What follows belongs to an exercise in optimizing a design on an open flow for small area; a production flow would make more cautious choices. At most, simulation tests tie the RTL to the original design; equivalence was not proved. Power figures rest on the tool's default switching activity, not on a simulated workload.

==> willow <==
==> flow/design.v (excerpt) <==
module ALU #(parameter w = 8) (
    clk, rst, CE, IN_valid, MODE, CMD, OPA, OPB, Cin,
    ERR, RES, OF, COUT, G, L, E);
    input clk;
    input rst;
    input CE;
    input [1:0] IN_valid;
    input MODE;
    input [3:0] CMD;
    input [7:0] OPA;
    input [7:0] OPB;
    input Cin;
    output reg ERR;
    output reg OF;
    output reg COUT;
    output reg G;
    output reg L;
    output reg E;
    output reg [16:0] RES;
wire sgn_in = (CMD[3:2] == 2'b11) | (CMD[1:0] == 2'b11);   
wire [7:0] ca = {OPA[7] ^ sgn_in, OPA[6:0]};
wire [7:0] cb = {OPB[7] ^ sgn_in, OPB[6:0]};
wire [1:0] cmp_code = (ca == cb) ? 2'b11 : (ca < cb) ? 2'b01 : 2'b10;
wire [2:0] rot_amt = CMD[0] ? (3'd0 - OPB[2:0]) : OPB[2:0];
reg need_a, need_b, bad;
reg rows_i, aq1_i, aq2_i, ci_i, swap;
reg [3:0] s_i;
reg [1:0] bsel;        
reg [7:0] bconst;
reg azero;
always @(*) begin
    need_a = 1'b1; need_b = 1'b1; bad = 1'b0;
    rows_i = 1'b0; aq1_i = 1'b0; aq2_i = 1'b0; ci_i = 1'b0;
    s_i = 4'b0000; swap = 1'b0; bsel = 2'd0; bconst = 8'h00; azero = 1'b0;
    if (MODE) begin
        case (CMD)
            4'b0000: begin rows_i = 1'b1; end
            4'b0001: begin rows_i = 1'b1; ci_i = 1'b1; s_i = 4'b1000; bsel = 2'd1; end
            4'b0010: begin rows_i = 1'b1; ci_i = Cin; end
            4'b0011: begin rows_i = 1'b1; ci_i = ~Cin; bsel = 2'd1;
                           s_i = {3'b100, Cin & (&OPB)}; end
            4'b0100: begin rows_i = 1'b1; ci_i = 1'b1; bsel = 2'd3; need_b = 1'b0; end
            4'b0101: begin rows_i = 1'b1; s_i = 4'b1000; bsel = 2'd2; bconst = 8'hFF;
                           need_b = 1'b0; end
            4'b0110: begin rows_i = 1'b1; ci_i = 1'b1; bsel = 2'd3; swap = 1'b1;
                           need_a = 1'b0; end
            4'b0111: begin rows_i = 1'b1; s_i = 4'b1000; bsel = 2'd2; bconst = 8'hFF;
                           swap = 1'b1; need_a = 1'b0; end
            4'b1000: begin rows_i = 1'b1; s_i = {2'b01, cmp_code}; bsel = 2'd3;
                           azero = 1'b1; end
            4'b1001: begin rows_i = 1'b1; aq1_i = 1'b1; ci_i = 1'b1; end
            4'b1010: begin aq2_i = 1'b1; end
            4'b1011: begin rows_i = 1'b1; s_i = {2'b01, cmp_code}; end
            4'b1100: begin rows_i = 1'b1; ci_i = 1'b1; s_i = {2'b01, cmp_code};
                           bsel = 2'd1; end
            default: bad = 1'b1;
  ...
make LEC_CHECK=0 CAP_MARGIN=20 CORE_MARGIN=2 CORE_UTILIZATION=60 CTS_BUF_LIST='sky130_fd_sc_hd__clkbuf_4 sky130_fd_sc_hd__clkbuf_8' GPL_TIMING_DRIVEN=0 SLEW_MARGIN=20 SYNTH_HIERARCHICAL=1 finish   # period 6.0 ns
run.sh (not shown) runs the stock make flow with config.mk's settings and CLKGATE_MAP_FILE= SYNTH_SCRIPT=/design/flow/synth_recipe.tcl, a recipe that flattens the netlist after the stock synthesis.
==> pepper: changes against willow <==
--- a/flow/design.v
+++ b/flow/design.v
@@ -301,134 +301,20 @@
 wire c126;
 alu_fa us125 (c70, s97, c96, s125, c126);
 wire s127;
 wire c128;
 alu_fa us127 (c72, s99, c98, s127, c128);
 wire s129;
 wire c130;
 alu_fa us129 (pp[7][7], pp[8][6], c100, s129, c130);
-wire s131;
-wire c132;
-alu_ha us131 (s73, s101, s131, c132);
-wire s133;
-wire c134;
-wire p135;
-wire g136;
-alu_ha up135 (s103, c102, p135, g136);
-alu_aoi uc134 (p135, c132, g136, c134);
-alu_xr us133 (p135, c132, s133);
-wire s137;
-wire c138;
-wire p139;
-wire g140;
-alu_xn up139 (s105, c104, p139);
-alu_nd ug140 (s105, c104, g140);
-alu_oai uc138 (p139, c134, g140, c138);
-alu_xr us137 (p139, c134, s137);
-wire s141;
-wire c142;
-wire p143;
-wire g144;
-alu_ha up143 (s107, c106, p143, g144);
-alu_aoi uc142 (p143, c138, g144, c142);
-alu_xr us141 (p143, c138, s141);
-wire s145;
-wire c146;
-wire p147;
-wire g148;
-alu_xn up147 (s109, c108, p147);
-alu_nd ug148 (s109, c108, g148);
-alu_oai uc146 (p147, c142, g148, c146);
-alu_xr us145 (p147, c142, s145);
-wire s149;
-wire c150;
-wire p151;
-wire g152;
-alu_ha up151 (s111, c110, p151, g152);
-alu_aoi uc150 (p151, c146, g152, c150);
-alu_xr us149 (p151, c146, s149);
-wire s153;
-wire c154;
-wire p155;
-wire g156;
-alu_xn up155 (s113, c112, p155);
-alu_nd ug156 (s113, c112, g156);
-alu_oai uc154 (p155, c150, g156, c154);
-alu_xr us153 (p155, c150, s153);
-wire s157;
-wire c158;
-wire p159;
-wire g160;
-alu_ha up159 (s115, c114, p159, g160);
-alu_aoi uc158 (p159, c154, g160, c158);
-alu_xr us157 (p159, c154, s157);
-wire s161;
-wire c162;
-wire p163;
-wire g164;
-alu_xn up163 (s117, c116, p163);
-alu_nd ug164 (s117, c116, g164);
-alu_oai uc162 (p163, c158, g164, c162);
-alu_xr us161 (p163, c158, s161);
-wire s165;
-wire c166;
-wire p167;
-wire g168;
-alu_ha up167 (s119, c118, p167, g168);
-alu_aoi uc166 (p167, c162, g168, c166);
-alu_xr us165 (p167, c162, s165);
-wire s169;
-wire c170;
-wire p171;
-wire g172;
-alu_xn up171 (s121, c120, p171);
-alu_nd ug172 (s121, c120, g172);
-alu_oai uc170 (p171, c166, g172, c170);
-alu_xr us169 (p171, c166, s169);
-wire s173;
-wire c174;
-wire p175;
-wire g176;
-alu_ha up175 (s123, c122, p175, g176);
-alu_aoi uc174 (p175, c170, g176, c174);
-alu_xr us173 (p175, c170, s173);
-wire s177;
-wire c178;
-wire p179;
-wire g180;
-alu_xn up179 (s125, c124, p179);
-alu_nd ug180 (s125, c124, g180);
-alu_oai uc178 (p179, c174, g180, c178);
-alu_xr us177 (p179, c174, s177);
-wire s181;
-wire c182;
-wire p183;
-wire g184;
-alu_ha up183 (s127, c126, p183, g184);
-alu_aoi uc182 (p183, c178, g184, c182);
-alu_xr us181 (p183, c178, s181);
-wire s185;
-wire c186;
-wire p187;
-wire g188;
-alu_xn up187 (s129, c128, p187);
-alu_nd ug188 (s129, c128, g188);
-alu_oai uc186 (p187, c182, g188, c186);
-alu_xr us185 (p187, c182, s185);
-wire s189;
-wire c190;
-wire p191;
-wire g192;
-alu_ha up191 (pp[8][7], c130, p191, g192);
-alu_aoi uc190 (p191, c186, g192, c190);
-alu_xr us189 (p191, c186, s189);
-wire s193;
-assign s193 = ~c190;
-assign P = {s193, s189, s185, s181, s177, s173, s169, s165, s161, s157, s153, s149, s145, s141, s137, s133, s131};
+wire [16:0] row0 = {1'b0, pp[8][7], s129, s127, s125, s123, s121, s119, s117, s115, s113, s111, s109, s107, s105, s103, s73};
+wire [16:0] row1 = {1'b0, c130, c128, c126, c124, c122, c120, c118, c116, c114, c112, c110, c108, c106, c104, c102, s101};
+wire [16:0] psum = row0 + row1;
+assign P = {psum[16], psum[15], psum[14], psum[13], psum[12], psum[11], psum[10], psum[9], psum[8], psum[7], psum[6], psum[5], psum[4], psum[3], psum[2], psum[1], psum[0]};
 wire arith = rows & ~aq1;
 wire shrot = aq1 & ~rows;
 wire lgc   = ~rows & ~aq1 & ~aq2;
 wire mulop = aq2 | (rows & aq1);
 wire lo_en = arith | (shrot & s[1]);
 wire hi_en = shrot & s[0];
 wire en8   = arith | (shrot & s[2]);
 wire [3:0] tt = {4{lgc}} & s;
@@ -477,38 +363,8 @@
     assign co = (a & b) | (a & c) | (b & c);
 endmodule
 module alu_ha (a, b, s, co);
     input a, b;
     output s, co;
     assign s = a ^ b;
     assign co = a & b;
 endmodule
-module alu_nd (a, b, y);
-    input a, b;
-    output y;
-    assign y = ~(a & b);
-endmodule
-module alu_xn (a, b, y);
-    input a, b;
-    output y;
-    assign y = ~(a ^ b);
-endmodule
-module alu_xr (a, b, y);
-    input a, b;
-    output y;
-    assign y = a ^ b;
-endmodule
-module alu_anb (a, bn, y);
-    input a, bn;
-    output y;
-    assign y = a & ~bn;
-endmodule
-module alu_aoi (p, c, g, y);
-    input p, c, g;
-    output y;
-    assign y = ~((p & c) | g);
-endmodule
-module alu_oai (pn, cn, gn, y);
-    input pn, cn, gn;
-    output y;
-    assign y = ~((pn | cn) & gn);
-endmodule
==> flow/config.mk (replaced) <==
export PLATFORM = sky130hd
export DESIGN_NAME = ALU
export DESIGN_NICKNAME = ALU
export VERILOG_FILES = /design/flow/design.v
export SDC_FILE = /design/flow/constraint.sdc
export NUM_CORES = 4
export LEC_CHECK = 0
export ABC_AREA = 1
export CAP_MARGIN = 20
export CORE_MARGIN = 2
export CORE_UTILIZATION = 40
export SLEW_MARGIN = 20
export SYNTH_HIERARCHICAL = 1
==> summary.md <==
| Metric | Value |
|---|---|
| Routed via count | `5,573` |
| Main area contributors after synthesis | `dfrtp_1 19%, fa_1 18%, edfxtp_1 7.6%` |
| CP Buf/Inv Count | `1` |
| Layout cells sized above 1 | `14.1%` |
| Fraction of the mapped netlist area in adder cells | `23.1%` |
| Post-synthesis mux area share | `6.17%` |
| Buffers excl. clock | `110` |
| Multi-input comb cells | `538` |
| RePlAce Congestion | `0.975` |
| Status | `finished clean` |
| Post-Synth Simple-Gate Area | `19.0%` |
| Vias/cell | `6.28` |
| Met1 wire length | `7380 µm` |
The numbers above come from willow.

==> summary.md <==
| Metric | Value |
|---|---|
| Fraction of the mapped netlist area in adder cells | `23.0%` |
| Post-Synth Simple-Gate Area | `33.1%` |
| CP Buf/Inv Count | `2` |
| Status | `finished clean` |
| RePlAce Congestion | `0.931` |
| Routed via count | `6,385` |
| Buffers excl. clock | `51` |
| Largest net degree at the start of global routing | `49` |
| Layout cells sized above 1 | `4.65%` |
| Vias/cell | `5.08` |
| Antenna violations before repair | `0` |
| Flop+latch power | `583 µW` |
The numbers above come from pepper.

Function not checked in willow: the RTL went through the layout flow alone.

==> static timing again, ports no longer ideal <==
No port has a modelled driver above. Below, the same layouts with a new extraction and two added sets of constraints.
Step 1: set_driving_cell puts a clkbuf_16 on clk and a buf_2 on each other input, an assumption about the parent block.
Step 2 also shifts input and output timing later by t, the mid clock arrival at the registers, as if the neighbouring blocks saw the same clock.
a / b / c = ideal ports / drivers / drivers and shift; a / b = the first two.
| run | t, ns | setup WS [ns] | worst data-port slew with drivers (ns) | pins driven straight from the clock port |
|---|---|---|---|---|
| willow | 0.379 | 0.182 / 0.182 / 0.182 | 0.04 | 1 |
| pepper | 0.383 | 0.987 / 0.987 / 0.987 | 0.03 | 1 |
After both steps setup and hold are still met in every run listed.
